From an optimization exercise on the open Yosys and OpenROAD flow, aimed at small area and a short achievable clock period; shortcuts taken in it are not production practice. At most, simulation tests tie the RTL to the original design; equivalence was not proved. For run 1, only the layout was checked, not whether the RTL still works. Power and IR drop assume default switching activity.

==> flow/design.v (outline; a module is shown in full before it is edited, if it fits) <==
// module incline_sat: 7 lines
// module cpa_ts: 103 lines
// module cpa_ic: 103 lines
// module cpa_prod: 200 lines
// module desiredDrive: 204 lines
// module desiredDrive_reg: 630 lines
module desiredDrive_reg(
    input clk, rst_n,
    input [11:0] avg_torque,
    input [4:0] cadence,
    input not_pedaling,
    input [12:0] incline,
    input [2:0] scale,
    output logic [11:0] target_curr
);
  // ...
==> flow/flow/run.sh <==
#!/bin/bash
# Layout flow: the standard flow (standard.sh), with these changes:
#  - synthesis: Yosys's generic "synth -run fine:" step skips its early ABC
#    pass (-noabc), so that extract_fa sees the RTL's full adders as written
#    (without the input/output inversions that pass puts around them), and
#    extract_fa looks for full adders only (EXTRACT_FA_ARGS); the rest of
#    synthesis (dfflibmap, the final ABC mapping, flatten, renaming) is as in
#    the standard flow's synthesis;
#    the final ABC mapping runs flow/map.abc (a delay-oriented mapping without
#    ABC's own buffering and sizing, which OpenROAD's repair does later);
#  - the port buffers are PORT_BUF cells;
#  - ORFS's timing repair aims for SETUP_SLACK_MARGIN ns of setup slack.
# The SDC, the clock period and every other step are the standard flow's.
set -euo pipefail
HERE=$(pwd)
EXTRACT_FA_ARGS=""
SETUP_MARGIN=7.6
PORT_BUF=sky130_fd_sc_hd__buf_1
# ORFS's synth.tcl with the changes
sed -e 's/synth -top \$::env(DESIGN_NAME) -run fine: {\*}\$synth_full_args/synth -top $::env(DESIGN_NAME) -run fine: -noabc {*}$synth_full_args/' \
    -e "s/extract_fa {\*}\[dont_use_extract_fa_args\]/extract_fa $EXTRACT_FA_ARGS/" \
    -e "s#^  log_cmd abc {\*}\$abc_args#  log_cmd abc {*}[lreplace \$abc_args 1 1 $HERE/flow/map.abc]#" \
    "$FLOW_HOME/scripts/synth.tcl" > "$HERE/synth_changed.tcl"
grep -q -- '-run fine: -noabc' "$HERE/synth_changed.tcl"
grep -q -- "^ *extract_fa $EXTRACT_FA_ARGS\$" "$HERE/synth_changed.tcl"
grep -q -- "lreplace \$abc_args 1 1 $HERE/flow/map.abc" "$HERE/synth_changed.tcl"
# The standard flow's synthesis wrapper, sourcing the changed synth.tcl
sed "s#source \$::env(SCRIPTS_DIR)/synth.tcl#source $HERE/synth_changed.tcl#" synth_recipe.tcl > "$HERE/flow_synth.tcl"
grep -q "source $HERE/synth_changed.tcl" "$HERE/flow_synth.tcl"
# The standard.sh, pointed at that wrapper
sed "s#SYNTH_SCRIPT=[^ ]*#SYNTH_SCRIPT=$HERE/flow_synth.tcl#" standard.sh > "$HERE/flow_standard.sh"
grep -q "SYNTH_SCRIPT=$HERE/flow_synth.tcl" "$HERE/flow_standard.sh"
bash "$HERE/flow_standard.sh" SETUP_SLACK_MARGIN=$SETUP_MARGIN \
    "BUFFER_PORTS_ARGS=-buffer_cell $PORT_BUF" finish > "$HERE/flow_make.log" 2>&1
==> flow/flow/map.abc <==
strash
dc2
dch
map -B 0.9
topo
stime -c
==> flow/standard.sh <==
#!/bin/bash
# synth_recipe.tcl (not shown) runs the flow's synth.tcl, then flattens the netlist and writes it again
# the make line also repeats each setting of config.mk as NAME=value (left out here)
make -C /OpenROAD-flow-scripts/flow DESIGN_CONFIG=/design/flow/config.mk WORK_HOME=/design/flow/orfs CLKGATE_MAP_FILE= SYNTH_SCRIPT=/design/flow/synth_recipe.tcl "${@:-finish}"
==> flow/config.mk <==
export PLATFORM = sky130hd
export DESIGN_NAME = desiredDrive_reg
export DESIGN_NICKNAME = desiredDrive_reg
export VERILOG_FILES = /design/flow/design.v
export SDC_FILE = /design/flow/constraint.sdc
export NUM_CORES = 4
export LEC_CHECK = 0
export CAP_MARGIN = 20
export CORE_MARGIN = 2
export CORE_UTILIZATION = 40
export CTS_BUF_LIST = sky130_fd_sc_hd__clkbuf_4 sky130_fd_sc_hd__clkbuf_8
export SLEW_MARGIN = 20
export TNS_END_PERCENT = 5
==> flow/constraint.sdc <==
create_clock -name core_clock -period 13.0 [get_ports {clk}]
set_input_delay 2.6000 -clock core_clock [delete_from_list [all_inputs] [get_ports {clk}]]
set_output_delay 2.6000 -clock core_clock [all_outputs]
set_load 0.01 [all_outputs]
==> flow_summary.json, run 1 <==
{
  "status": "timing/DRC/antenna clean",
  "cp.depth": 19,
  "die_w_um": 152,
  "use_met1": 0.243,
  "syn_nets": 1264,
  "power_leader": "combinational logic",
  "ys_seq_elements": 43,
  "stdcell_area_mm2": 0.00959,
  "placed_cells": 1273,
  "synth-edff-count": 0,
  "worst_slew_pin_slew_ns": 0.749,
  "rows": 54,
  "dp_hpwl_um": 15200,
  "seq_area_mm2": 0.00103,
  "yosys.area_share.simple": 0.195,
  "cp_num_buf_inv": 5,
  "startpoint_type": "input port",
  "grt_max_degree": 29,
  "reg2regPathDepth": 27,
  "drc": 0,
  "fill_cells": 2147,
  "avgSynthCellArea_um2": 9.27,
  "slew_viol_final": 0,
  "post-route-util": 0.444,
  "clock_power_share": 0.107,
  "vias": 6400,
  "grt_busiest_layer": "met2",
  "rsz0062_at_grt": "true",
  "hold_depth": 3,
  "synthesis.area_mm2": 0.00875,
  "max_stage_delay_ns": 0.61,
  "hold_class": "flip-flop to flip-flop",
  "synth_top_family_by_area": "adder cells",
  "cts.sinks": 43,
  "gp_congestion": 0.807,
  "synthTopCellsByArea": "fa_1 (48%), nor2_1 (11%), ha_1 (11%)",
  "highest_layer": "met4"
}
==> module desiredDrive_reg, before the edit <==
module desiredDrive_reg(
    input clk, rst_n,
    input [11:0] avg_torque,
    input [4:0] cadence,
    input not_pedaling,
    input [12:0] incline,
    input [2:0] scale,
    output logic [11:0] target_curr
);
logic [14:0] ts_nxt, ic_nxt;
logic [14:0] ts_rn, ic_rn;
desiredDrive iDD(.avg_torque(avg_torque), .cadence(cadence), .not_pedaling(not_pedaling),
                 .incline(incline), .scale(scale), .ts_prod(ts_nxt), .ic_prod(ic_nxt));
always_ff @(posedge clk, negedge rst_n) begin
    if (!rst_n)
        ts_rn <= 15'h7FFF;
    else
        ts_rn <= ~ts_nxt;
end
always_ff @(posedge clk)
    ic_rn <= ~ic_nxt;
logic [14:0] ts_r, ic_r;
assign ts_r = ~ts_rn;
assign ic_r = ~ic_rn;
wire b_p1 = ts_r[0] & ic_r[0];
wire b_p2 = ts_r[0] & ic_r[1];
wire b_p3 = ts_r[0] & ic_r[2];
wire b_p4 = ts_r[0] & ic_r[3];
wire b_p5 = ts_r[0] & ic_r[4];
wire b_p6 = ts_r[0] & ic_r[5];
wire b_p7 = ts_r[0] & ic_r[6];
wire b_p8 = ts_r[0] & ic_r[7];
wire b_p9 = ts_r[0] & ic_r[8];
wire b_p10 = ts_r[0] & ic_r[9];
wire b_p11 = ts_r[0] & ic_r[10];
wire b_p12 = ts_r[0] & ic_r[11];
wire b_p13 = ts_r[0] & ic_r[12];
wire b_p14 = ts_r[0] & ic_r[13];
wire b_p15 = ts_r[0] & ic_r[14];
wire b_p16 = ts_r[1] & ic_r[0];
wire b_p17 = ts_r[1] & ic_r[1];
wire b_p18 = ts_r[1] & ic_r[2];
wire b_p19 = ts_r[1] & ic_r[3];
wire b_p20 = ts_r[1] & ic_r[4];
wire b_p21 = ts_r[1] & ic_r[5];
wire b_p22 = ts_r[1] & ic_r[6];
wire b_p23 = ts_r[1] & ic_r[7];
wire b_p24 = ts_r[1] & ic_r[8];
wire b_p25 = ts_r[1] & ic_r[9];
wire b_p26 = ts_r[1] & ic_r[10];
wire b_p27 = ts_r[1] & ic_r[11];
wire b_p28 = ts_r[1] & ic_r[12];
wire b_p29 = ts_r[1] & ic_r[13];
wire b_p30 = ts_r[1] & ic_r[14];
wire b_p31 = ts_r[2] & ic_r[0];
wire b_p32 = ts_r[2] & ic_r[1];
wire b_p33 = ts_r[2] & ic_r[2];
wire b_p34 = ts_r[2] & ic_r[3];
wire b_p35 = ts_r[2] & ic_r[4];
wire b_p36 = ts_r[2] & ic_r[5];
wire b_p37 = ts_r[2] & ic_r[6];
wire b_p38 = ts_r[2] & ic_r[7];
wire b_p39 = ts_r[2] & ic_r[8];
wire b_p40 = ts_r[2] & ic_r[9];
wire b_p41 = ts_r[2] & ic_r[10];
wire b_p42 = ts_r[2] & ic_r[11];
wire b_p43 = ts_r[2] & ic_r[12];
wire b_p44 = ts_r[2] & ic_r[13];
wire b_p45 = ts_r[2] & ic_r[14];
wire b_p46 = ts_r[3] & ic_r[0];
wire b_p47 = ts_r[3] & ic_r[1];
wire b_p48 = ts_r[3] & ic_r[2];
wire b_p49 = ts_r[3] & ic_r[3];
wire b_p50 = ts_r[3] & ic_r[4];
wire b_p51 = ts_r[3] & ic_r[5];
wire b_p52 = ts_r[3] & ic_r[6];
wire b_p53 = ts_r[3] & ic_r[7];
wire b_p54 = ts_r[3] & ic_r[8];
wire b_p55 = ts_r[3] & ic_r[9];
wire b_p56 = ts_r[3] & ic_r[10];
wire b_p57 = ts_r[3] & ic_r[11];
wire b_p58 = ts_r[3] & ic_r[12];
wire b_p59 = ts_r[3] & ic_r[13];
wire b_p60 = ts_r[3] & ic_r[14];
wire b_p61 = ts_r[4] & ic_r[0];
wire b_p62 = ts_r[4] & ic_r[1];
wire b_p63 = ts_r[4] & ic_r[2];
wire b_p64 = ts_r[4] & ic_r[3];
wire b_p65 = ts_r[4] & ic_r[4];
wire b_p66 = ts_r[4] & ic_r[5];
wire b_p67 = ts_r[4] & ic_r[6];
wire b_p68 = ts_r[4] & ic_r[7];
wire b_p69 = ts_r[4] & ic_r[8];
wire b_p70 = ts_r[4] & ic_r[9];
wire b_p71 = ts_r[4] & ic_r[10];
wire b_p72 = ts_r[4] & ic_r[11];
wire b_p73 = ts_r[4] & ic_r[12];
wire b_p74 = ts_r[4] & ic_r[13];
wire b_p75 = ts_r[4] & ic_r[14];
wire b_p76 = ts_r[5] & ic_r[0];
wire b_p77 = ts_r[5] & ic_r[1];
wire b_p78 = ts_r[5] & ic_r[2];
wire b_p79 = ts_r[5] & ic_r[3];
wire b_p80 = ts_r[5] & ic_r[4];
wire b_p81 = ts_r[5] & ic_r[5];
wire b_p82 = ts_r[5] & ic_r[6];
wire b_p83 = ts_r[5] & ic_r[7];
wire b_p84 = ts_r[5] & ic_r[8];
wire b_p85 = ts_r[5] & ic_r[9];
wire b_p86 = ts_r[5] & ic_r[10];
wire b_p87 = ts_r[5] & ic_r[11];
wire b_p88 = ts_r[5] & ic_r[12];
wire b_p89 = ts_r[5] & ic_r[13];
wire b_p90 = ts_r[5] & ic_r[14];
wire b_p91 = ts_r[6] & ic_r[0];
wire b_p92 = ts_r[6] & ic_r[1];
wire b_p93 = ts_r[6] & ic_r[2];
wire b_p94 = ts_r[6] & ic_r[3];
wire b_p95 = ts_r[6] & ic_r[4];
wire b_p96 = ts_r[6] & ic_r[5];
wire b_p97 = ts_r[6] & ic_r[6];
wire b_p98 = ts_r[6] & ic_r[7];
wire b_p99 = ts_r[6] & ic_r[8];
wire b_p100 = ts_r[6] & ic_r[9];
wire b_p101 = ts_r[6] & ic_r[10];
wire b_p102 = ts_r[6] & ic_r[11];
wire b_p103 = ts_r[6] & ic_r[12];
wire b_p104 = ts_r[6] & ic_r[13];
wire b_p105 = ts_r[6] & ic_r[14];
wire b_p106 = ts_r[7] & ic_r[0];
wire b_p107 = ts_r[7] & ic_r[1];
wire b_p108 = ts_r[7] & ic_r[2];
wire b_p109 = ts_r[7] & ic_r[3];
wire b_p110 = ts_r[7] & ic_r[4];
wire b_p111 = ts_r[7] & ic_r[5];
wire b_p112 = ts_r[7] & ic_r[6];
wire b_p113 = ts_r[7] & ic_r[7];
wire b_p114 = ts_r[7] & ic_r[8];
wire b_p115 = ts_r[7] & ic_r[9];
wire b_p116 = ts_r[7] & ic_r[10];
wire b_p117 = ts_r[7] & ic_r[11];
wire b_p118 = ts_r[7] & ic_r[12];
wire b_p119 = ts_r[7] & ic_r[13];
wire b_p120 = ts_r[7] & ic_r[14];
wire b_p121 = ts_r[8] & ic_r[0];
wire b_p122 = ts_r[8] & ic_r[1];
wire b_p123 = ts_r[8] & ic_r[2];
wire b_p124 = ts_r[8] & ic_r[3];
wire b_p125 = ts_r[8] & ic_r[4];
wire b_p126 = ts_r[8] & ic_r[5];
wire b_p127 = ts_r[8] & ic_r[6];
wire b_p128 = ts_r[8] & ic_r[7];
wire b_p129 = ts_r[8] & ic_r[8];
wire b_p130 = ts_r[8] & ic_r[9];
wire b_p131 = ts_r[8] & ic_r[10];
wire b_p132 = ts_r[8] & ic_r[11];
wire b_p133 = ts_r[8] & ic_r[12];
wire b_p134 = ts_r[8] & ic_r[13];
wire b_p135 = ts_r[8] & ic_r[14];
wire b_p136 = ts_r[9] & ic_r[0];
wire b_p137 = ts_r[9] & ic_r[1];
wire b_p138 = ts_r[9] & ic_r[2];
wire b_p139 = ts_r[9] & ic_r[3];
wire b_p140 = ts_r[9] & ic_r[4];
wire b_p141 = ts_r[9] & ic_r[5];
wire b_p142 = ts_r[9] & ic_r[6];
wire b_p143 = ts_r[9] & ic_r[7];
wire b_p144 = ts_r[9] & ic_r[8];
wire b_p145 = ts_r[9] & ic_r[9];
wire b_p146 = ts_r[9] & ic_r[10];
wire b_p147 = ts_r[9] & ic_r[11];
wire b_p148 = ts_r[9] & ic_r[12];
wire b_p149 = ts_r[9] & ic_r[13];
wire b_p150 = ts_r[9] & ic_r[14];
wire b_p151 = ts_r[10] & ic_r[0];
wire b_p152 = ts_r[10] & ic_r[1];
wire b_p153 = ts_r[10] & ic_r[2];
wire b_p154 = ts_r[10] & ic_r[3];
wire b_p155 = ts_r[10] & ic_r[4];
wire b_p156 = ts_r[10] & ic_r[5];
wire b_p157 = ts_r[10] & ic_r[6];
wire b_p158 = ts_r[10] & ic_r[7];
wire b_p159 = ts_r[10] & ic_r[8];
wire b_p160 = ts_r[10] & ic_r[9];
wire b_p161 = ts_r[10] & ic_r[10];
wire b_p162 = ts_r[10] & ic_r[11];
wire b_p163 = ts_r[10] & ic_r[12];
wire b_p164 = ts_r[10] & ic_r[13];
wire b_p165 = ts_r[10] & ic_r[14];
wire b_p166 = ts_r[11] & ic_r[0];
wire b_p167 = ts_r[11] & ic_r[1];
wire b_p168 = ts_r[11] & ic_r[2];
wire b_p169 = ts_r[11] & ic_r[3];
wire b_p170 = ts_r[11] & ic_r[4];
wire b_p171 = ts_r[11] & ic_r[5];
wire b_p172 = ts_r[11] & ic_r[6];
wire b_p173 = ts_r[11] & ic_r[7];
wire b_p174 = ts_r[11] & ic_r[8];
wire b_p175 = ts_r[11] & ic_r[9];
wire b_p176 = ts_r[11] & ic_r[10];
wire b_p177 = ts_r[11] & ic_r[11];
wire b_p178 = ts_r[11] & ic_r[12];
wire b_p179 = ts_r[11] & ic_r[13];
wire b_p180 = ts_r[11] & ic_r[14];
wire b_p181 = ts_r[12] & ic_r[0];
wire b_p182 = ts_r[12] & ic_r[1];
wire b_p183 = ts_r[12] & ic_r[2];
wire b_p184 = ts_r[12] & ic_r[3];
wire b_p185 = ts_r[12] & ic_r[4];
wire b_p186 = ts_r[12] & ic_r[5];
wire b_p187 = ts_r[12] & ic_r[6];
wire b_p188 = ts_r[12] & ic_r[7];
wire b_p189 = ts_r[12] & ic_r[8];
wire b_p190 = ts_r[12] & ic_r[9];
wire b_p191 = ts_r[12] & ic_r[10];
wire b_p192 = ts_r[12] & ic_r[11];
wire b_p193 = ts_r[12] & ic_r[12];
wire b_p194 = ts_r[12] & ic_r[13];
wire b_p195 = ts_r[12] & ic_r[14];
wire b_p196 = ts_r[13] & ic_r[0];
wire b_p197 = ts_r[13] & ic_r[1];
wire b_p198 = ts_r[13] & ic_r[2];
wire b_p199 = ts_r[13] & ic_r[3];
wire b_p200 = ts_r[13] & ic_r[4];
wire b_p201 = ts_r[13] & ic_r[5];
wire b_p202 = ts_r[13] & ic_r[6];
wire b_p203 = ts_r[13] & ic_r[7];
wire b_p204 = ts_r[13] & ic_r[8];
wire b_p205 = ts_r[13] & ic_r[9];
wire b_p206 = ts_r[13] & ic_r[10];
wire b_p207 = ts_r[13] & ic_r[11];
wire b_p208 = ts_r[13] & ic_r[12];
wire b_p209 = ts_r[13] & ic_r[13];
wire b_p210 = ts_r[13] & ic_r[14];
wire b_p211 = ts_r[14] & ic_r[0];
wire b_p212 = ts_r[14] & ic_r[1];
wire b_p213 = ts_r[14] & ic_r[2];
wire b_p214 = ts_r[14] & ic_r[3];
wire b_p215 = ts_r[14] & ic_r[4];
wire b_p216 = ts_r[14] & ic_r[5];
wire b_p217 = ts_r[14] & ic_r[6];
wire b_p218 = ts_r[14] & ic_r[7];
wire b_p219 = ts_r[14] & ic_r[8];
wire b_p220 = ts_r[14] & ic_r[9];
wire b_p221 = ts_r[14] & ic_r[10];
wire b_p222 = ts_r[14] & ic_r[11];
wire b_p223 = ts_r[14] & ic_r[12];
wire b_p224 = ts_r[14] & ic_r[13];
wire b_p225 = ts_r[14] & ic_r[14];
wire b_s226 = b_p14 ^ b_p28;
wire b_c227 = b_p14 & b_p28;
wire b_s228 = b_p15 ^ b_p29 ^ b_p43;
wire b_c229 = (b_p15 & b_p29) | (b_p15 & b_p43) | (b_p29 & b_p43);
wire b_s230 = b_p57 ^ b_p71;
wire b_c231 = b_p57 & b_p71;
wire b_s232 = b_p30 ^ b_p44 ^ b_p58;
wire b_c233 = (b_p30 & b_p44) | (b_p30 & b_p58) | (b_p44 & b_p58);
wire b_s234 = b_p72 ^ b_p86;
wire b_c235 = b_p72 & b_p86;
wire b_s236 = b_p45 ^ b_p59 ^ b_p73;
wire b_c237 = (b_p45 & b_p59) | (b_p45 & b_p73) | (b_p59 & b_p73);
wire b_s238 = b_p10 ^ b_p24;
wire b_c239 = b_p10 & b_p24;
wire b_s240 = b_p11 ^ b_p25 ^ b_p39;
wire b_c241 = (b_p11 & b_p25) | (b_p11 & b_p39) | (b_p25 & b_p39);
wire b_s242 = b_p53 ^ b_p67;
wire b_c243 = b_p53 & b_p67;
wire b_s244 = b_p12 ^ b_p26 ^ b_p40;
wire b_c245 = (b_p12 & b_p26) | (b_p12 & b_p40) | (b_p26 & b_p40);
wire b_s246 = b_p54 ^ b_p68 ^ b_p82;
wire b_c247 = (b_p54 & b_p68) | (b_p54 & b_p82) | (b_p68 & b_p82);
wire b_s248 = b_p96 ^ b_p110;
wire b_c249 = b_p96 & b_p110;
wire b_s250 = b_p13 ^ b_p27 ^ b_p41;
wire b_c251 = (b_p13 & b_p27) | (b_p13 & b_p41) | (b_p27 & b_p41);
wire b_s252 = b_p55 ^ b_p69 ^ b_p83;
wire b_c253 = (b_p55 & b_p69) | (b_p55 & b_p83) | (b_p69 & b_p83);
wire b_s254 = b_p97 ^ b_p111 ^ b_p125;
wire b_c255 = (b_p97 & b_p111) | (b_p97 & b_p125) | (b_p111 & b_p125);
wire b_s256 = b_p139 ^ b_p153;
wire b_c257 = b_p139 & b_p153;
wire b_s258 = b_p42 ^ b_p56 ^ b_p70;
wire b_c259 = (b_p42 & b_p56) | (b_p42 & b_p70) | (b_p56 & b_p70);
wire b_s260 = b_p84 ^ b_p98 ^ b_p112;
wire b_c261 = (b_p84 & b_p98) | (b_p84 & b_p112) | (b_p98 & b_p112);
wire b_s262 = b_p126 ^ b_p140 ^ b_p154;
wire b_c263 = (b_p126 & b_p140) | (b_p126 & b_p154) | (b_p140 & b_p154);
wire b_s264 = b_p168 ^ b_p182 ^ b_p196;
wire b_c265 = (b_p168 & b_p182) | (b_p168 & b_p196) | (b_p182 & b_p196);
wire b_s266 = b_p85 ^ b_p99 ^ b_p113;
wire b_c267 = (b_p85 & b_p99) | (b_p85 & b_p113) | (b_p99 & b_p113);
wire b_s268 = b_p127 ^ b_p141 ^ b_p155;
wire b_c269 = (b_p127 & b_p141) | (b_p127 & b_p155) | (b_p141 & b_p155);
wire b_s270 = b_p169 ^ b_p183 ^ b_p197;
wire b_c271 = (b_p169 & b_p183) | (b_p169 & b_p197) | (b_p183 & b_p197);
wire b_s272 = b_p211 ^ b_c227 ^ b_s228;
wire b_c273 = (b_p211 & b_c227) | (b_p211 & b_s228) | (b_c227 & b_s228);
wire b_s274 = b_p100 ^ b_p114 ^ b_p128;
wire b_c275 = (b_p100 & b_p114) | (b_p100 & b_p128) | (b_p114 & b_p128);
wire b_s276 = b_p142 ^ b_p156 ^ b_p170;
wire b_c277 = (b_p142 & b_p156) | (b_p142 & b_p170) | (b_p156 & b_p170);
wire b_s278 = b_p184 ^ b_p198 ^ b_p212;
wire b_c279 = (b_p184 & b_p198) | (b_p184 & b_p212) | (b_p198 & b_p212);
wire b_s280 = b_c229 ^ b_c231 ^ b_s232;
wire b_c281 = (b_c229 & b_c231) | (b_c229 & b_s232) | (b_c231 & b_s232);
wire b_s282 = b_p87 ^ b_p101 ^ b_p115;
wire b_c283 = (b_p87 & b_p101) | (b_p87 & b_p115) | (b_p101 & b_p115);
wire b_s284 = b_p129 ^ b_p143 ^ b_p157;
wire b_c285 = (b_p129 & b_p143) | (b_p129 & b_p157) | (b_p143 & b_p157);
wire b_s286 = b_p171 ^ b_p185 ^ b_p199;
wire b_c287 = (b_p171 & b_p185) | (b_p171 & b_p199) | (b_p185 & b_p199);
wire b_s288 = b_p213 ^ b_c233 ^ b_c235;
wire b_c289 = (b_p213 & b_c233) | (b_p213 & b_c235) | (b_c233 & b_c235);
wire b_s290 = b_p60 ^ b_p74 ^ b_p88;
wire b_c291 = (b_p60 & b_p74) | (b_p60 & b_p88) | (b_p74 & b_p88);
wire b_s292 = b_p102 ^ b_p116 ^ b_p130;
wire b_c293 = (b_p102 & b_p116) | (b_p102 & b_p130) | (b_p116 & b_p130);
wire b_s294 = b_p144 ^ b_p158 ^ b_p172;
wire b_c295 = (b_p144 & b_p158) | (b_p144 & b_p172) | (b_p158 & b_p172);
wire b_s296 = b_p186 ^ b_p200 ^ b_p214;
wire b_c297 = (b_p186 & b_p200) | (b_p186 & b_p214) | (b_p200 & b_p214);
wire b_s298 = b_p75 ^ b_p89 ^ b_p103;
wire b_c299 = (b_p75 & b_p89) | (b_p75 & b_p103) | (b_p89 & b_p103);
wire b_s300 = b_p117 ^ b_p131 ^ b_p145;
wire b_c301 = (b_p117 & b_p131) | (b_p117 & b_p145) | (b_p131 & b_p145);
wire b_s302 = b_p159 ^ b_p173 ^ b_p187;
wire b_c303 = (b_p159 & b_p173) | (b_p159 & b_p187) | (b_p173 & b_p187);
wire b_s304 = b_p90 ^ b_p104 ^ b_p118;
wire b_c305 = (b_p90 & b_p104) | (b_p90 & b_p118) | (b_p104 & b_p118);
wire b_s306 = b_p132 ^ b_p146 ^ b_p160;
wire b_c307 = (b_p132 & b_p146) | (b_p132 & b_p160) | (b_p146 & b_p160);
wire b_s308 = b_p105 ^ b_p119 ^ b_p133;
wire b_c309 = (b_p105 & b_p119) | (b_p105 & b_p133) | (b_p119 & b_p133);
wire b_s310 = b_p7 ^ b_p21;
wire b_c311 = b_p7 & b_p21;
wire b_s312 = b_p8 ^ b_p22 ^ b_p36;
wire b_c313 = (b_p8 & b_p22) | (b_p8 & b_p36) | (b_p22 & b_p36);
wire b_s314 = b_p50 ^ b_p64;
wire b_c315 = b_p50 & b_p64;
wire b_s316 = b_p9 ^ b_p23 ^ b_p37;
wire b_c317 = (b_p9 & b_p23) | (b_p9 & b_p37) | (b_p23 & b_p37);
wire b_s318 = b_p51 ^ b_p65 ^ b_p79;
wire b_c319 = (b_p51 & b_p65) | (b_p51 & b_p79) | (b_p65 & b_p79);
wire b_s320 = b_p93 ^ b_p107;
wire b_c321 = b_p93 & b_p107;
wire b_s322 = b_p38 ^ b_p52 ^ b_p66;
wire b_c323 = (b_p38 & b_p52) | (b_p38 & b_p66) | (b_p52 & b_p66);
wire b_s324 = b_p80 ^ b_p94 ^ b_p108;
wire b_c325 = (b_p80 & b_p94) | (b_p80 & b_p108) | (b_p94 & b_p108);
wire b_s326 = b_p122 ^ b_p136 ^ b_s238;
wire b_c327 = (b_p122 & b_p136) | (b_p122 & b_s238) | (b_p136 & b_s238);
wire b_s328 = b_p81 ^ b_p95 ^ b_p109;
wire b_c329 = (b_p81 & b_p95) | (b_p81 & b_p109) | (b_p95 & b_p109);
wire b_s330 = b_p123 ^ b_p137 ^ b_p151;
wire b_c331 = (b_p123 & b_p137) | (b_p123 & b_p151) | (b_p137 & b_p151);
wire b_s332 = b_c239 ^ b_s240 ^ b_s242;
wire b_c333 = (b_c239 & b_s240) | (b_c239 & b_s242) | (b_s240 & b_s242);
wire b_s334 = b_p124 ^ b_p138 ^ b_p152;
wire b_c335 = (b_p124 & b_p138) | (b_p124 & b_p152) | (b_p138 & b_p152);
wire b_s336 = b_p166 ^ b_c241 ^ b_c243;
wire b_c337 = (b_p166 & b_c241) | (b_p166 & b_c243) | (b_c241 & b_c243);
wire b_s338 = b_s244 ^ b_s246 ^ b_s248;
wire b_c339 = (b_s244 & b_s246) | (b_s244 & b_s248) | (b_s246 & b_s248);
wire b_s340 = b_p167 ^ b_p181 ^ b_c245;
wire b_c341 = (b_p167 & b_p181) | (b_p167 & b_c245) | (b_p181 & b_c245);
wire b_s342 = b_c247 ^ b_c249 ^ b_s250;
wire b_c343 = (b_c247 & b_c249) | (b_c247 & b_s250) | (b_c249 & b_s250);
wire b_s344 = b_s252 ^ b_s254 ^ b_s256;
wire b_c345 = (b_s252 & b_s254) | (b_s252 & b_s256) | (b_s254 & b_s256);
wire b_s346 = b_s226 ^ b_c251 ^ b_c253;
wire b_c347 = (b_s226 & b_c251) | (b_s226 & b_c253) | (b_c251 & b_c253);
wire b_s348 = b_c255 ^ b_c257 ^ b_s258;
wire b_c349 = (b_c255 & b_c257) | (b_c255 & b_s258) | (b_c257 & b_s258);
wire b_s350 = b_s260 ^ b_s262 ^ b_s264;
wire b_c351 = (b_s260 & b_s262) | (b_s260 & b_s264) | (b_s262 & b_s264);
wire b_s352 = b_s230 ^ b_c259 ^ b_c261;
wire b_c353 = (b_s230 & b_c259) | (b_s230 & b_c261) | (b_c259 & b_c261);
wire b_s354 = b_c263 ^ b_c265 ^ b_s266;
wire b_c355 = (b_c263 & b_c265) | (b_c263 & b_s266) | (b_c265 & b_s266);
wire b_s356 = b_s268 ^ b_s270 ^ b_s272;
wire b_c357 = (b_s268 & b_s270) | (b_s268 & b_s272) | (b_s270 & b_s272);
wire b_s358 = b_s234 ^ b_c267 ^ b_c269;
wire b_c359 = (b_s234 & b_c267) | (b_s234 & b_c269) | (b_c267 & b_c269);
wire b_s360 = b_c271 ^ b_c273 ^ b_s274;
wire b_c361 = (b_c271 & b_c273) | (b_c271 & b_s274) | (b_c273 & b_s274);
wire b_s362 = b_s276 ^ b_s278 ^ b_s280;
wire b_c363 = (b_s276 & b_s278) | (b_s276 & b_s280) | (b_s278 & b_s280);
wire b_s364 = b_s236 ^ b_c275 ^ b_c277;
wire b_c365 = (b_s236 & b_c275) | (b_s236 & b_c277) | (b_c275 & b_c277);
wire b_s366 = b_c279 ^ b_c281 ^ b_s282;
wire b_c367 = (b_c279 & b_c281) | (b_c279 & b_s282) | (b_c281 & b_s282);
wire b_s368 = b_s284 ^ b_s286 ^ b_s288;
wire b_c369 = (b_s284 & b_s286) | (b_s284 & b_s288) | (b_s286 & b_s288);
wire b_s370 = b_c237 ^ b_c283 ^ b_c285;
wire b_c371 = (b_c237 & b_c283) | (b_c237 & b_c285) | (b_c283 & b_c285);
wire b_s372 = b_c287 ^ b_c289 ^ b_s290;
wire b_c373 = (b_c287 & b_c289) | (b_c287 & b_s290) | (b_c289 & b_s290);
wire b_s374 = b_s292 ^ b_s294 ^ b_s296;
wire b_c375 = (b_s292 & b_s294) | (b_s292 & b_s296) | (b_s294 & b_s296);
wire b_s376 = b_p201 ^ b_p215 ^ b_c291;
wire b_c377 = (b_p201 & b_p215) | (b_p201 & b_c291) | (b_p215 & b_c291);
wire b_s378 = b_c293 ^ b_c295 ^ b_c297;
wire b_c379 = (b_c293 & b_c295) | (b_c293 & b_c297) | (b_c295 & b_c297);
wire b_s380 = b_s298 ^ b_s300 ^ b_s302;
wire b_c381 = (b_s298 & b_s300) | (b_s298 & b_s302) | (b_s300 & b_s302);
wire b_s382 = b_p174 ^ b_p188 ^ b_p202;
wire b_c383 = (b_p174 & b_p188) | (b_p174 & b_p202) | (b_p188 & b_p202);
wire b_s384 = b_p216 ^ b_c299 ^ b_c301;
wire b_c385 = (b_p216 & b_c299) | (b_p216 & b_c301) | (b_c299 & b_c301);
wire b_s386 = b_c303 ^ b_s304 ^ b_s306;
wire b_c387 = (b_c303 & b_s304) | (b_c303 & b_s306) | (b_s304 & b_s306);
wire b_s388 = b_p147 ^ b_p161 ^ b_p175;
wire b_c389 = (b_p147 & b_p161) | (b_p147 & b_p175) | (b_p161 & b_p175);
wire b_s390 = b_p189 ^ b_p203 ^ b_p217;
wire b_c391 = (b_p189 & b_p203) | (b_p189 & b_p217) | (b_p203 & b_p217);
wire b_s392 = b_c305 ^ b_c307 ^ b_s308;
wire b_c393 = (b_c305 & b_c307) | (b_c305 & b_s308) | (b_c307 & b_s308);
wire b_s394 = b_p120 ^ b_p134 ^ b_p148;
wire b_c395 = (b_p120 & b_p134) | (b_p120 & b_p148) | (b_p134 & b_p148);
wire b_s396 = b_p162 ^ b_p176 ^ b_p190;
wire b_c397 = (b_p162 & b_p176) | (b_p162 & b_p190) | (b_p176 & b_p190);
wire b_s398 = b_p204 ^ b_p218 ^ b_c309;
wire b_c399 = (b_p204 & b_p218) | (b_p204 & b_c309) | (b_p218 & b_c309);
wire b_s400 = b_p135 ^ b_p149 ^ b_p163;
wire b_c401 = (b_p135 & b_p149) | (b_p135 & b_p163) | (b_p149 & b_p163);
wire b_s402 = b_p177 ^ b_p191 ^ b_p205;
wire b_c403 = (b_p177 & b_p191) | (b_p177 & b_p205) | (b_p191 & b_p205);
wire b_s404 = b_p150 ^ b_p164 ^ b_p178;
wire b_c405 = (b_p150 & b_p164) | (b_p150 & b_p178) | (b_p164 & b_p178);
wire b_s406 = b_p5 ^ b_p19;
wire b_c407 = b_p5 & b_p19;
wire b_s408 = b_p6 ^ b_p20 ^ b_p34;
wire b_c409 = (b_p6 & b_p20) | (b_p6 & b_p34) | (b_p20 & b_p34);
wire b_s410 = b_p48 ^ b_p62;
wire b_c411 = b_p48 & b_p62;
wire b_s412 = b_p35 ^ b_p49 ^ b_p63;
wire b_c413 = (b_p35 & b_p49) | (b_p35 & b_p63) | (b_p49 & b_p63);
wire b_s414 = b_p77 ^ b_p91 ^ b_s310;
wire b_c415 = (b_p77 & b_p91) | (b_p77 & b_s310) | (b_p91 & b_s310);
wire b_s416 = b_p78 ^ b_p92 ^ b_p106;
wire b_c417 = (b_p78 & b_p92) | (b_p78 & b_p106) | (b_p92 & b_p106);
wire b_s418 = b_c311 ^ b_s312 ^ b_s314;
wire b_c419 = (b_c311 & b_s312) | (b_c311 & b_s314) | (b_s312 & b_s314);
wire b_s420 = b_p121 ^ b_c313 ^ b_c315;
wire b_c421 = (b_p121 & b_c313) | (b_p121 & b_c315) | (b_c313 & b_c315);
wire b_s422 = b_s316 ^ b_s318 ^ b_s320;
wire b_c423 = (b_s316 & b_s318) | (b_s316 & b_s320) | (b_s318 & b_s320);
wire b_s424 = b_c317 ^ b_c319 ^ b_c321;
wire b_c425 = (b_c317 & b_c319) | (b_c317 & b_c321) | (b_c319 & b_c321);
wire b_s426 = b_s322 ^ b_s324 ^ b_s326;
wire b_c427 = (b_s322 & b_s324) | (b_s322 & b_s326) | (b_s324 & b_s326);
wire b_s428 = b_c323 ^ b_c325 ^ b_c327;
wire b_c429 = (b_c323 & b_c325) | (b_c323 & b_c327) | (b_c325 & b_c327);
wire b_s430 = b_s328 ^ b_s330 ^ b_s332;
wire b_c431 = (b_s328 & b_s330) | (b_s328 & b_s332) | (b_s330 & b_s332);
wire b_s432 = b_c329 ^ b_c331 ^ b_c333;
wire b_c433 = (b_c329 & b_c331) | (b_c329 & b_c333) | (b_c331 & b_c333);
wire b_s434 = b_s334 ^ b_s336 ^ b_s338;
wire b_c435 = (b_s334 & b_s336) | (b_s334 & b_s338) | (b_s336 & b_s338);
wire b_s436 = b_c335 ^ b_c337 ^ b_c339;
wire b_c437 = (b_c335 & b_c337) | (b_c335 & b_c339) | (b_c337 & b_c339);
wire b_s438 = b_s340 ^ b_s342 ^ b_s344;
wire b_c439 = (b_s340 & b_s342) | (b_s340 & b_s344) | (b_s342 & b_s344);
wire b_s440 = b_c341 ^ b_c343 ^ b_c345;
wire b_c441 = (b_c341 & b_c343) | (b_c341 & b_c345) | (b_c343 & b_c345);
wire b_s442 = b_s346 ^ b_s348 ^ b_s350;
wire b_c443 = (b_s346 & b_s348) | (b_s346 & b_s350) | (b_s348 & b_s350);
wire b_s444 = b_c347 ^ b_c349 ^ b_c351;
wire b_c445 = (b_c347 & b_c349) | (b_c347 & b_c351) | (b_c349 & b_c351);
wire b_s446 = b_s352 ^ b_s354 ^ b_s356;
wire b_c447 = (b_s352 & b_s354) | (b_s352 & b_s356) | (b_s354 & b_s356);
wire b_s448 = b_c353 ^ b_c355 ^ b_c357;
wire b_c449 = (b_c353 & b_c355) | (b_c353 & b_c357) | (b_c355 & b_c357);
wire b_s450 = b_s358 ^ b_s360 ^ b_s362;
wire b_c451 = (b_s358 & b_s360) | (b_s358 & b_s362) | (b_s360 & b_s362);
wire b_s452 = b_c359 ^ b_c361 ^ b_c363;
wire b_c453 = (b_c359 & b_c361) | (b_c359 & b_c363) | (b_c361 & b_c363);
wire b_s454 = b_s364 ^ b_s366 ^ b_s368;
wire b_c455 = (b_s364 & b_s366) | (b_s364 & b_s368) | (b_s366 & b_s368);
wire b_s456 = b_c365 ^ b_c367 ^ b_c369;
wire b_c457 = (b_c365 & b_c367) | (b_c365 & b_c369) | (b_c367 & b_c369);
wire b_s458 = b_s370 ^ b_s372 ^ b_s374;
wire b_c459 = (b_s370 & b_s372) | (b_s370 & b_s374) | (b_s372 & b_s374);
wire b_s460 = b_c371 ^ b_c373 ^ b_c375;
wire b_c461 = (b_c371 & b_c373) | (b_c371 & b_c375) | (b_c373 & b_c375);
wire b_s462 = b_s376 ^ b_s378 ^ b_s380;
wire b_c463 = (b_s376 & b_s378) | (b_s376 & b_s380) | (b_s378 & b_s380);
wire b_s464 = b_c377 ^ b_c379 ^ b_c381;
wire b_c465 = (b_c377 & b_c379) | (b_c377 & b_c381) | (b_c379 & b_c381);
wire b_s466 = b_s382 ^ b_s384 ^ b_s386;
wire b_c467 = (b_s382 & b_s384) | (b_s382 & b_s386) | (b_s384 & b_s386);
wire b_s468 = b_c383 ^ b_c385 ^ b_c387;
wire b_c469 = (b_c383 & b_c385) | (b_c383 & b_c387) | (b_c385 & b_c387);
wire b_s470 = b_s388 ^ b_s390 ^ b_s392;
wire b_c471 = (b_s388 & b_s390) | (b_s388 & b_s392) | (b_s390 & b_s392);
wire b_s472 = b_c389 ^ b_c391 ^ b_c393;
wire b_c473 = (b_c389 & b_c391) | (b_c389 & b_c393) | (b_c391 & b_c393);
wire b_s474 = b_s394 ^ b_s396 ^ b_s398;
wire b_c475 = (b_s394 & b_s396) | (b_s394 & b_s398) | (b_s396 & b_s398);
wire b_s476 = b_p219 ^ b_c395 ^ b_c397;
wire b_c477 = (b_p219 & b_c395) | (b_p219 & b_c397) | (b_c395 & b_c397);
wire b_s478 = b_c399 ^ b_s400 ^ b_s402;
wire b_c479 = (b_c399 & b_s400) | (b_c399 & b_s402) | (b_s400 & b_s402);
wire b_s480 = b_p192 ^ b_p206 ^ b_p220;
wire b_c481 = (b_p192 & b_p206) | (b_p192 & b_p220) | (b_p206 & b_p220);
wire b_s482 = b_c401 ^ b_c403 ^ b_s404;
wire b_c483 = (b_c401 & b_c403) | (b_c401 & b_s404) | (b_c403 & b_s404);
wire b_s484 = b_p165 ^ b_p179 ^ b_p193;
wire b_c485 = (b_p165 & b_p179) | (b_p165 & b_p193) | (b_p179 & b_p193);
wire b_s486 = b_p207 ^ b_p221 ^ b_c405;
wire b_c487 = (b_p207 & b_p221) | (b_p207 & b_c405) | (b_p221 & b_c405);
wire b_s488 = b_p180 ^ b_p194 ^ b_p208;
wire b_c489 = (b_p180 & b_p194) | (b_p180 & b_p208) | (b_p194 & b_p208);
wire b_s490 = b_p4 ^ b_p18;
wire b_c491 = b_p4 & b_p18;
wire b_s492 = b_p33 ^ b_p47 ^ b_p61;
wire b_c493 = (b_p33 & b_p47) | (b_p33 & b_p61) | (b_p47 & b_p61);
wire b_s494 = b_p76 ^ b_c407 ^ b_s408;
wire b_c495 = (b_p76 & b_c407) | (b_p76 & b_s408) | (b_c407 & b_s408);
wire b_s496 = b_c409 ^ b_c411 ^ b_s412;
wire b_c497 = (b_c409 & b_c411) | (b_c409 & b_s412) | (b_c411 & b_s412);
wire b_s498 = b_c413 ^ b_c415 ^ b_s416;
wire b_c499 = (b_c413 & b_c415) | (b_c413 & b_s416) | (b_c415 & b_s416);
wire b_s500 = b_c417 ^ b_c419 ^ b_s420;
wire b_c501 = (b_c417 & b_c419) | (b_c417 & b_s420) | (b_c419 & b_s420);
wire b_s502 = b_c421 ^ b_c423 ^ b_s424;
wire b_c503 = (b_c421 & b_c423) | (b_c421 & b_s424) | (b_c423 & b_s424);
wire b_s504 = b_c425 ^ b_c427 ^ b_s428;
wire b_c505 = (b_c425 & b_c427) | (b_c425 & b_s428) | (b_c427 & b_s428);
wire b_s506 = b_c429 ^ b_c431 ^ b_s432;
wire b_c507 = (b_c429 & b_c431) | (b_c429 & b_s432) | (b_c431 & b_s432);
wire b_s508 = b_c433 ^ b_c435 ^ b_s436;
wire b_c509 = (b_c433 & b_c435) | (b_c433 & b_s436) | (b_c435 & b_s436);
wire b_s510 = b_c437 ^ b_c439 ^ b_s440;
wire b_c511 = (b_c437 & b_c439) | (b_c437 & b_s440) | (b_c439 & b_s440);
wire b_s512 = b_c441 ^ b_c443 ^ b_s444;
wire b_c513 = (b_c441 & b_c443) | (b_c441 & b_s444) | (b_c443 & b_s444);
wire b_s514 = b_c445 ^ b_c447 ^ b_s448;
wire b_c515 = (b_c445 & b_c447) | (b_c445 & b_s448) | (b_c447 & b_s448);
wire b_s516 = b_c449 ^ b_c451 ^ b_s452;
wire b_c517 = (b_c449 & b_c451) | (b_c449 & b_s452) | (b_c451 & b_s452);
wire b_s518 = b_c453 ^ b_c455 ^ b_s456;
wire b_c519 = (b_c453 & b_c455) | (b_c453 & b_s456) | (b_c455 & b_s456);
wire b_s520 = b_c457 ^ b_c459 ^ b_s460;
wire b_c521 = (b_c457 & b_c459) | (b_c457 & b_s460) | (b_c459 & b_s460);
wire b_s522 = b_c461 ^ b_c463 ^ b_s464;
wire b_c523 = (b_c461 & b_c463) | (b_c461 & b_s464) | (b_c463 & b_s464);
wire b_s524 = b_c465 ^ b_c467 ^ b_s468;
wire b_c525 = (b_c465 & b_c467) | (b_c465 & b_s468) | (b_c467 & b_s468);
wire b_s526 = b_c469 ^ b_c471 ^ b_s472;
wire b_c527 = (b_c469 & b_c471) | (b_c469 & b_s472) | (b_c471 & b_s472);
wire b_s528 = b_c473 ^ b_c475 ^ b_s476;
wire b_c529 = (b_c473 & b_c475) | (b_c473 & b_s476) | (b_c475 & b_s476);
wire b_s530 = b_c477 ^ b_c479 ^ b_s480;
wire b_c531 = (b_c477 & b_c479) | (b_c477 & b_s480) | (b_c479 & b_s480);
wire b_s532 = b_c481 ^ b_c483 ^ b_s484;
wire b_c533 = (b_c481 & b_c483) | (b_c481 & b_s484) | (b_c483 & b_s484);
wire b_s534 = b_p222 ^ b_c485 ^ b_c487;
wire b_c535 = (b_p222 & b_c485) | (b_p222 & b_c487) | (b_c485 & b_c487);
wire b_s536 = b_p195 ^ b_p209 ^ b_p223;
wire b_c537 = (b_p195 & b_p209) | (b_p195 & b_p223) | (b_p209 & b_p223);
wire b_s538 = b_p3 ^ b_p17;
wire b_c539 = b_p3 & b_p17;
wire b_s540 = b_p32 ^ b_p46 ^ b_s490;
wire b_c541 = (b_p32 & b_p46) | (b_p32 & b_s490) | (b_p46 & b_s490);
wire b_s542 = b_s406 ^ b_c491 ^ b_s492;
wire b_c543 = (b_s406 & b_c491) | (b_s406 & b_s492) | (b_c491 & b_s492);
wire b_s544 = b_s410 ^ b_c493 ^ b_s494;
wire b_c545 = (b_s410 & b_c493) | (b_s410 & b_s494) | (b_c493 & b_s494);
wire b_s546 = b_s414 ^ b_c495 ^ b_s496;
wire b_c547 = (b_s414 & b_c495) | (b_s414 & b_s496) | (b_c495 & b_s496);
wire b_s548 = b_s418 ^ b_c497 ^ b_s498;
wire b_c549 = (b_s418 & b_c497) | (b_s418 & b_s498) | (b_c497 & b_s498);
wire b_s550 = b_s422 ^ b_c499 ^ b_s500;
wire b_c551 = (b_s422 & b_c499) | (b_s422 & b_s500) | (b_c499 & b_s500);
wire b_s552 = b_s426 ^ b_c501 ^ b_s502;
wire b_c553 = (b_s426 & b_c501) | (b_s426 & b_s502) | (b_c501 & b_s502);
wire b_s554 = b_s430 ^ b_c503 ^ b_s504;
wire b_c555 = (b_s430 & b_c503) | (b_s430 & b_s504) | (b_c503 & b_s504);
wire b_s556 = b_s434 ^ b_c505 ^ b_s506;
wire b_c557 = (b_s434 & b_c505) | (b_s434 & b_s506) | (b_c505 & b_s506);
wire b_s558 = b_s438 ^ b_c507 ^ b_s508;
wire b_c559 = (b_s438 & b_c507) | (b_s438 & b_s508) | (b_c507 & b_s508);
wire b_s560 = b_s442 ^ b_c509 ^ b_s510;
wire b_c561 = (b_s442 & b_c509) | (b_s442 & b_s510) | (b_c509 & b_s510);
wire b_s562 = b_s446 ^ b_c511 ^ b_s512;
wire b_c563 = (b_s446 & b_c511) | (b_s446 & b_s512) | (b_c511 & b_s512);
wire b_s564 = b_s450 ^ b_c513 ^ b_s514;
wire b_c565 = (b_s450 & b_c513) | (b_s450 & b_s514) | (b_c513 & b_s514);
wire b_s566 = b_s454 ^ b_c515 ^ b_s516;
wire b_c567 = (b_s454 & b_c515) | (b_s454 & b_s516) | (b_c515 & b_s516);
wire b_s568 = b_s458 ^ b_c517 ^ b_s518;
wire b_c569 = (b_s458 & b_c517) | (b_s458 & b_s518) | (b_c517 & b_s518);
wire b_s570 = b_s462 ^ b_c519 ^ b_s520;
wire b_c571 = (b_s462 & b_c519) | (b_s462 & b_s520) | (b_c519 & b_s520);
wire b_s572 = b_s466 ^ b_c521 ^ b_s522;
wire b_c573 = (b_s466 & b_c521) | (b_s466 & b_s522) | (b_c521 & b_s522);
wire b_s574 = b_s470 ^ b_c523 ^ b_s524;
wire b_c575 = (b_s470 & b_c523) | (b_s470 & b_s524) | (b_c523 & b_s524);
wire b_s576 = b_s474 ^ b_c525 ^ b_s526;
wire b_c577 = (b_s474 & b_c525) | (b_s474 & b_s526) | (b_c525 & b_s526);
wire b_s578 = b_s478 ^ b_c527 ^ b_s528;
wire b_c579 = (b_s478 & b_c527) | (b_s478 & b_s528) | (b_c527 & b_s528);
wire b_s580 = b_s482 ^ b_c529 ^ b_s530;
wire b_c581 = (b_s482 & b_c529) | (b_s482 & b_s530) | (b_c529 & b_s530);
wire b_s582 = b_s486 ^ b_c531 ^ b_s532;
wire b_c583 = (b_s486 & b_c531) | (b_s486 & b_s532) | (b_c531 & b_s532);
wire b_s584 = b_s488 ^ b_c533 ^ b_s534;
wire b_c585 = (b_s488 & b_c533) | (b_s488 & b_s534) | (b_c533 & b_s534);
wire b_s586 = b_c489 ^ b_c535 ^ b_s536;
wire b_c587 = (b_c489 & b_c535) | (b_c489 & b_s536) | (b_c535 & b_s536);
wire [12:0] b_q588;
cpa_prod u_cpa_prod(.a({1'b0, b_c585, b_c583, b_c581, b_c579, b_c577, b_c575, b_c573, b_c571, b_c569, b_c567, b_c565, b_c563, b_c561, b_c559, b_c557, b_c555, b_c553, b_c551, b_c549, b_c547, b_c545, b_c543, b_c541, b_c539, b_p31, b_p2, b_p1}), .b({1'b0, b_s586, b_s584, b_s582, b_s580, b_s578, b_s576, b_s574, b_s572, b_s570, b_s568, b_s566, b_s564, b_s562, b_s560, b_s558, b_s556, b_s554, b_s552, b_s550, b_s548, b_s546, b_s544, b_s542, b_s540, b_s538, b_p16, 1'b0}), .s(b_q588));
wire b_sat589 = b_p210 | b_p224 | b_p225 | b_c537 | b_c587 | b_q588[12];
logic [14:0] prod_hi;
assign prod_hi = {1'b0, 1'b0, b_sat589, b_q588[11], b_q588[10], b_q588[9], b_q588[8], b_q588[7], b_q588[6], b_q588[5], b_q588[4], b_q588[3], b_q588[2], b_q588[1], b_q588[0]};
logic [11:0] curr_r;
logic sat_r;
always_ff @(posedge clk, negedge rst_n) begin
    if (!rst_n) begin
        curr_r <= 12'h000;
        sat_r <= 1'b0;
    end
    else begin
        curr_r <= prod_hi[11:0];
        sat_r <= |prod_hi[14:12];
    end
end
assign target_curr = curr_r | {12{sat_r}};
endmodule
==> run 2: changes to the inputs <==
--- a/flow/design.v
+++ b/flow/design.v
@@ -630,10 +630,13 @@
                  .incline(incline), .scale(scale), .ts_prod(ts_nxt), .ic_prod(ic_nxt));
+always_ff @(posedge clk) begin
+    ts_rn <= ~ts_nxt;
+    ic_rn <= ~ic_nxt;
+end
+logic valid;
 always_ff @(posedge clk, negedge rst_n) begin
     if (!rst_n)
-        ts_rn <= 15'h7FFF;
+        valid <= 1'b0;
     else
-        ts_rn <= ~ts_nxt;
+        valid <= 1'b1;
 end
-always_ff @(posedge clk)
-    ic_rn <= ~ic_nxt;
 logic [14:0] ts_r, ic_r;
@@ -1241,4 +1244,4 @@
     else begin
-        curr_r <= prod_hi[11:0];
-        sat_r <= |prod_hi[14:12];
+        curr_r <= prod_hi[11:0] & {12{valid}};
+        sat_r <= (|prod_hi[14:12]) & valid;
     end
==> flow/flow/map.abc (replaced) <==
strash
&get -n
&st
&dch
&nf
&put
topo
stime -c
==> flow_summary.json, run 2 <==
{
  "placed_cells": 1193,
  "path_clk_slew_ns": 0.09,
  "layout_commonest_cell": "nor2_1",
  "grt_pass1_vias": 7080,
  "multi_input_area_mm2": 0.00776,
  "port_buffers": 47,
  "clock_power_share": 0.117,
  "fmax_ghz": 0.180,
  "synthTopCellsByArea": "fa_1 (48%), ha_1 (11%), nor2_1 (10%)",
  "post-route-min-period_ns": 5.57,
  "instances_no_fill": 1205,
  "setup_tns_ns": 0,
  "drt-vias-per-instance": 5.37,
  "post-route-util": 0.443,
  "wire_per_inst_um": 17.0,
  "postCtsHoldBufs": 0,
  "switching_power_mw": 0.535,
  "hold_violations": 0,
  "end_kind": "flip-flop",
  "ios": 48,
  "finalNetCount": 1245,
  "globalRoute.totalOverflow": 0,
  "power_density_mw_per_mm2": 114,
  "drc": 0,
  "swShare": 0.491,
  "firstDrtPassIters": 5,
  "drive_above_1_share": 0.0681,
  "antenna_cells": 0,
  "dp_hpwl_um": 16200,
  "most-common-layout-cells": "nor2_1 (241), fa_1 (209), ha_1 (72)",
  "gp_congestion": 0.810,
  "seq_area_um2": 1000,
  "antenna_found_initial": 0,
  "synth_cells": 864,
  "die_w_um": 152,
  "ys_top_cells_by_count": "nor2_1 (241), fa_1 (210), ha_1 (74)",
  "routed_wl_um": 20500,
  "htreeDepth": 2,
  "p_leak_nw": 4.69,
  "antenna_left": 0,
  "numCtsBuffers": 5,
  "netlist.area_leader.share": 0.482,
  "period_share": 0.428,
  "syn_nets": 1184,
  "yosysMostFrequentCell": "nor2_1",
  "rsz0062_at_grt": "true",
  "ys_types": 40,
  "status": "timing/DRC/antenna clean",
  "hold_class": "flip-flop to flip-flop",
  "core_mm2": 0.0216,
  "post-place-ws_ns": 6.70,
  "async_flop_share": 0.318,
  "initial_core_util": 0.404,
  "reg.largest.list": "ic_rn x15, ts_rn x15, curr_r x12",
  "die_h_um": 152,
  "drv_cap": 0,
  "p_total_mw": 1.09,
  "power.internal_mw": 0.555,
  "synthesis.area_mm2": 0.00873,
  "worstPathMaxFanout": 6,
  "synthFlopType": "dfxtp_1",
  "grt_pass1_wl_um": 35600,
  "grt_use_total": 0.198,
  "cts.sinks": 44,
  "clk_path_buf_depth": 2,
  "syn_to_final_growth_pct": 9.69,
  "vias": 6471,
  "fill_cells": 2096,
  "ys_seq_elements": 44,
  "slew_viol_final": 0,
  "yosys_warnings": 1,
  "combPwrFrac": 0.625,
  "synth_top_area_cell": "fa_1",
  "synth-edff-count": 0,
  "ys_seq_area_frac": 0.109,
  "drt_iter0_drc": 339,
  "grt_max_degree": 16,
  "relSlewSlack": 0.475,
  "criticalPathCategory": "input port to flip-flop",
  "cts_tree": "done",
  "setup_violations": 0,
  "fp.dieArea_mm2": 0.0230,
  "seq_power_share": 0.258,
  "fin_ws_ns": 7.43,
  "worstPathArrival_ns": 5.74,
  "cts-root-buf": "clkbuf_8",
  "vdd_drop_max_uv": 74.3,
  "worst_slew_pin_slew_ns": 0.788,
  "startpoint_type": "input port",
  "clk_latency_ns": 0.31,
  "rows": 54,
  "avgSynthCellArea_um2": 10.1,
  "final.setup_skew_ns": 0.00962,
  "required_ns": 13.17
}
[run 2: worst paths after layout]
kind / start / to / slack (ns) / cells past startpoint
worst max-delay path: incline[1] / ic_rn[8] / 7.43 / 12
worst min-delay path: valid / curr_r[2] / 0.69 / 2
worst max register to register: ts_rn[3] / curr_r[10] / 7.79 / 15
worst min register to register: valid / curr_r[2] / 0.69 / 2
max in group asynchronous: rst_n / curr_r[5] / 10.22 / 1
min in group asynchronous: rst_n / curr_r[7] / 2.31 / 1
[run 2: cell type report]
type / instances / share of cell area
Tap cell: 280 / 0.0366
Inverter: 20 / 0.00797
Sequential cell: 44 / 0.104
Clock inverter: 2 / 0.00627
Clock buffer: 5 / 0.00719
Timing Repair Buffer: 54 / 0.0269
Multi-Input combinational cell: 800 / 0.811
[run 2: timing repair]
action | in CTS | in global routing
resized for setup | 27 | 33
setup endpoints to repair | 19 | 20
buffers inserted | 3 | 2
endpoints found under the hold margin | 0 | 0
pin swaps | 7 | 4
[run 2: critical path, stage by stage]
cell and delay, ns:
buf_6 0.11, and2_4 0.15, fa_1 0.55, fa_1 0.43
fa_1 0.54, ha_4 0.22, a21o_1 0.18, a31oi_4 0.18
o21a_2 0.18, clkinv_2 0.05, fa_2 0.51, nor2_1 0.04
[run 2: power by group through the flow]
stage	Sequential (mW)	Combinational, mW	Clock [mW]
2_1_floorplan	0.226	0.519	0
3_3_place_gp	0.278	0.654	0
3_5_place_dp	0.279	0.671	0
4_1_cts	0.277	0.683	0.132
5_1_grt	0.288	0.799	0.135
6_report	0.282	0.681	0.127
[run 2: logic make-up (layout without fill, tap and decap cells)]
group           Yosys count  in the layout  share of synthesized area
compound gates          103            103                     0.0708
fa+ha+maj               284            284                      0.588
flops                    44             44                      0.109
other cells               1              1                   0.000430
simple gates            389            389                      0.201
buf+inv                  20             81                    0.00860
xor+xnor                 23             23                     0.0231
[run 2: metal layers]
metal | track usage | share of wire | vias up
li1 | - | - | 2952
met1 | 0.264 | 0.43 | 3331
met2 | 0.350 | 0.51 | 157
met3 | 0.0186 | 0.043 | 31
met4 | 0.0454 | 0.017 | 0
met5 | 0 | 0 | -
[run 2: metrics by stage]
stage / instance area [um2] / hold WS [ns]
floorplan: 8760 / 0.580
global placement: 9300 / 0.690
detailed placement: 9300 / 0.683
CTS: 9500 / 0.698
global route: 9580 / 0.765
finish: 9580 / 0.693
==> run 3: changes to the inputs <==
--- a/flow/flow/run.sh
+++ b/flow/flow/run.sh
@@ -8,4 +8,2 @@
 #    the standard flow's synthesis;
-#    the final ABC mapping runs flow/map.abc (a delay-oriented mapping without
-#    ABC's own buffering and sizing, which OpenROAD's repair does later);
 #  - the port buffers are PORT_BUF cells;
@@ -21,3 +19,2 @@
     -e "s/extract_fa {\*}\[dont_use_extract_fa_args\]/extract_fa $EXTRACT_FA_ARGS/" \
-    -e "s#^  log_cmd abc {\*}\$abc_args#  log_cmd abc {*}[lreplace \$abc_args 1 1 $HERE/flow/map.abc]#" \
     "$FLOW_HOME/scripts/synth.tcl" > "$HERE/synth_changed.tcl"
@@ -25,3 +22,2 @@
 grep -q -- "^ *extract_fa $EXTRACT_FA_ARGS\$" "$HERE/synth_changed.tcl"
-grep -q -- "lreplace \$abc_args 1 1 $HERE/flow/map.abc" "$HERE/synth_changed.tcl"
 # The standard flow's synthesis wrapper, sourcing the changed synth.tcl
--- a/flow/config.mk
+++ b/flow/config.mk
@@ -7,3 +7,6 @@
 export LEC_CHECK = 0
+export ABC_AREA = 1
 export CAP_MARGIN = 20
+export CELL_PAD_IN_SITES_DETAIL_PLACEMENT = 0
+export CELL_PAD_IN_SITES_GLOBAL_PLACEMENT = 0
 export CORE_MARGIN = 2
removed: flow/flow/map.abc
==> flow_summary.json, run 3 <==
{
  "cts_tree": "done",
  "fp.dieArea_mm2": 0.0244,
  "vias": 7130,
  "required_ns": 13.23,
  "rows": 55,
  "yosys.area_share.simple": 0.221,
  "ys_seq_area_frac": 0.103,
  "synth_top_family_by_area": "adder cells",
  "drt_iter0_drc": 442,
  "fill_cells": 2265,
  "antenna_found_initial": 0,
  "port_buffers": 47,
  "cp_slowest_cell": "fa_1",
  "drive_above_1_share": 0.0544,
  "setup_violations": 0,
  "synth-edff-count": 0,
  "startpoint_type": "input port",
  "hp-start": "valid",
  "synth_compound_area_frac": 0.0447,
  "firstDrtPassIters": 6,
  "yosysMostFrequentCell": "nor2_1",
  "synthMuxAreaShare": 0,
  "rsz0062_at_grt": "true",
  "path_clk_slew_ns": 0.09,
  "vdd_drop_max_uv": 58.3,
  "r2r_start": "ts_rn[0]",
  "end_kind": "flip-flop",
  "fin_ws_ns": 7.63,
  "setup_tns_ns": 0,
  "synth_xor_area_frac": 0.0104,
  "max_stage_delay_ns": 0.58,
  "grt_pass1_wl_um": 38300,
  "post-route-min-period_ns": 5.37,
  "antenna_cells": 0,
  "synthFlopType": "dfxtp_1",
  "synthTopCellsByArea": "fa_1 (45%), nor2_1 (12%), ha_1 (10%)",
  "clk_path_buf_depth": 2,
  "drv_cap": 0,
  "status": "timing/DRC/antenna clean",
  "period_share": 0.413,
  "syn_to_final_growth_pct": 6.73,
  "htreeDepth": 2,
  "ys_seq_elements": 44,
  "netlist.area_leader.share": 0.454,
  "cts.sinks": 44,
  "drc": 0,
  "instances_no_fill": 1387,
  "routed_wl_um": 21900,
  "core_mm2": 0.0227,
  "grt_pass1_vias": 7699,
  "ys_types": 36,
  "wire_per_inst_um": 15.8,
  "synthAdderAreaFrac": 0.554,
  "placed_cells": 1378,
  "synth_cells": 1087,
  "ios": 48,
  "worst_slew_pin_slew_ns": 0.863,
  "hold_violations": 0,
  "hold_class": "flip-flop to flip-flop",
  "die_w_um": 156,
  "worstPathArrival_ns": 5.59,
  "reg.largest.list": "ic_rn x15, ts_rn x15, curr_r x12",
  "antenna_left": 0,
  "synthesis.area_mm2": 0.00926,
  "p_leak_nw": 5.69,
  "relSlewSlack": 0.424,
  "async_flop_share": 0.318,
  "fmax_ghz": 0.186,
  "postCtsHoldBufs": 0,
  "power_density_mw_per_mm2": 111,
  "ys_top_cells_by_count": "nor2_1 (286), fa_1 (210), nand2_1 (161)",
  "clk_latency_ns": 0.33,
  "finalNetCount": 1421,
  "stdcell_area_mm2": 0.00988,
  "cts-root-buf": "clkbuf_8",
  "yosys_warnings": 1,
  "globalRoute.totalOverflow": 0,
  "criticalPathCategory": "input port to flip-flop",
  "slew_viol_final": 0,
  "gp_congestion": 0.820,
  "most-common-layout-cells": "nor2_1 (285), fa_1 (209), nand2_1 (158)",
  "syn_nets": 1407,
  "avgSynthCellArea_um2": 8.52,
  "final.setup_skew_ns": 0.00433,
  "post-place-ws_ns": 7.01,
  "post-route-util": 0.435,
  "layout_commonest_cell": "nor2_1",
  "die_h_um": 156,
  "synth_top_area_cell": "fa_1",
  "numCtsBuffers": 5,
  "dp_hpwl_um": 17400,
  "worstPathCellList": "buf_8 -> nand2_1 -> inv_1 -> fa_1 -> fa_1 -> fa_1 -> ha_4 -> nand2_2 -> inv_1 -> nand2_1 -> nand3_2 -> fa_2 -> xor2_1 -> nand2_1 -> o21ai_1 -> inv_1",
  "cp-startpoint": "cadence[4]",
  "worstPathMaxFanout": 11,
  "placed_area_mm2": 0.00968,
  "initial_core_util": 0.408,
  "grt_use_total": 0.199,
  "drt-vias-per-instance": 5.14,
  "grt_max_degree": 16
}
run 3: changes by cell type after synthesis, moves of 9 or more:
| cell | change |
|---|---|
| nand2_1 | +132 |
| inv_1 | +118 |
| and2_0 | -73 |
| nor2_1 | +45 |
| clkbuf_1 | +38 |
| nand3_1 | +29 |
| clkinv_1 | -18 |
| o21ai_0 | -16 |
| or2_0 | -14 |
| or2_2 | +13 |
| xnor2_1 | -9 |
run 3: cell type report:
type                       count  area, um2  area share
clock buffer                   6       82.6     0.00835
timing repair buffer          49        236      0.0239
clock inverter                 2       38.8     0.00392
sequential                    44        963      0.0975
tap                          285        357      0.0361
inverter                     120        450      0.0456
multi-input combinational    881       7760       0.785
run 3: per-stage QoR:
stage | power [mW] | hold slack, ns
after floorplan | 0.774 | 0.532
after global routing | 1.23 | 0.806
after detailed placement | 0.971 | 0.755
after CTS | 1.10 | 0.764
after global placement | 0.957 | 0.747
final | 1.09 | 0.767
run 3: cell families (layout without fill, tap and decap cells):
family | Yosys count | in the layout
fa+ha+maj | 284 | 284
compound gates | 73 | 73
simple gates | 512 | 512
other cells | 1 | 1
xor+xnor | 11 | 11
flops | 44 | 44
buf+inv | 162 | 177
run 3: timing repair:
action	in CTS	in global routing
setup endpoints to repair	7	13
pin swaps	0	12
buffers inserted	0	1
resized for setup	12	33
run 3: path summary, 6_finish.rpt:
path | endpoint | slack (ns) | cells past startpoint
setup / recovery | ic_rn[9] | 7.63 | 16
hold / removal | curr_r[0] | 0.77 | 2
setup reg to reg | curr_r[1] | 7.77 | 15
hold reg to reg | curr_r[0] | 0.77 | 2
max in group asynchronous | curr_r[8] | 10.22 | 1
min in group asynchronous | valid | 2.31 | 1
run 3: critical path: cells and delay by family:
| kind | cells | cell delay [ns] |
|---|---|---|
| simple gates | 5 | 0.36 |
| compound gates | 1 | 0.09 |
| buf+inv | 4 | 0.26 |
| fa+ha+maj | 5 | 2.16 |
| xor+xnor | 1 | 0.13 |
run 3: power by group:
group          total [mW]  switching, mW  internal [mW]
Clock               0.116         0.0528         0.0629
Sequential          0.271          0.104          0.167
Combinational       0.705          0.405          0.301
Total                1.09          0.562          0.530
run 3: routing by layer:
metal	routed length, um	GRT usage
met1	9830	0.267
met2	10800	0.347
met3	1000	0.0253
met4	316	0.0398
met5	0	0

[afterwards: timing with drivers on the ports]
The flow's constraints put no driver on any port. The routed layouts listed below were extracted and timed again, unchanged, in two steps.
Step 1 sets driving cells, clkbuf_16 on the clock port and buf_2 on the other inputs (assumed; they add their load-dependent delay and slew).
Step 2, shift: input delay + t, output delay - t, t = (earliest + latest rising clock arrival at the registers) / 2. This alone moves slack from input paths to output paths.
Three values: no drivers, after step 1, after step 2; two values: the first two.
| run | t, ns | setup slack, ns | worst slew at a driven data input, ns |
|---|---|---|---|
| run 1 | 0.352 | 7.330 / 7.313 / 6.961 | 0.07 |
| run 2 | 0.347 | 7.434 / 7.443 / 7.096 | 0.06 |
| run 3 | 0.364 | 7.634 / 7.632 / 7.268 | 0.05 |
After both steps every run listed still meets setup and hold. For run 1, which loses most, drivers alone change the setup slack by -0.017 ns; drivers and shift together by -0.369 ns.
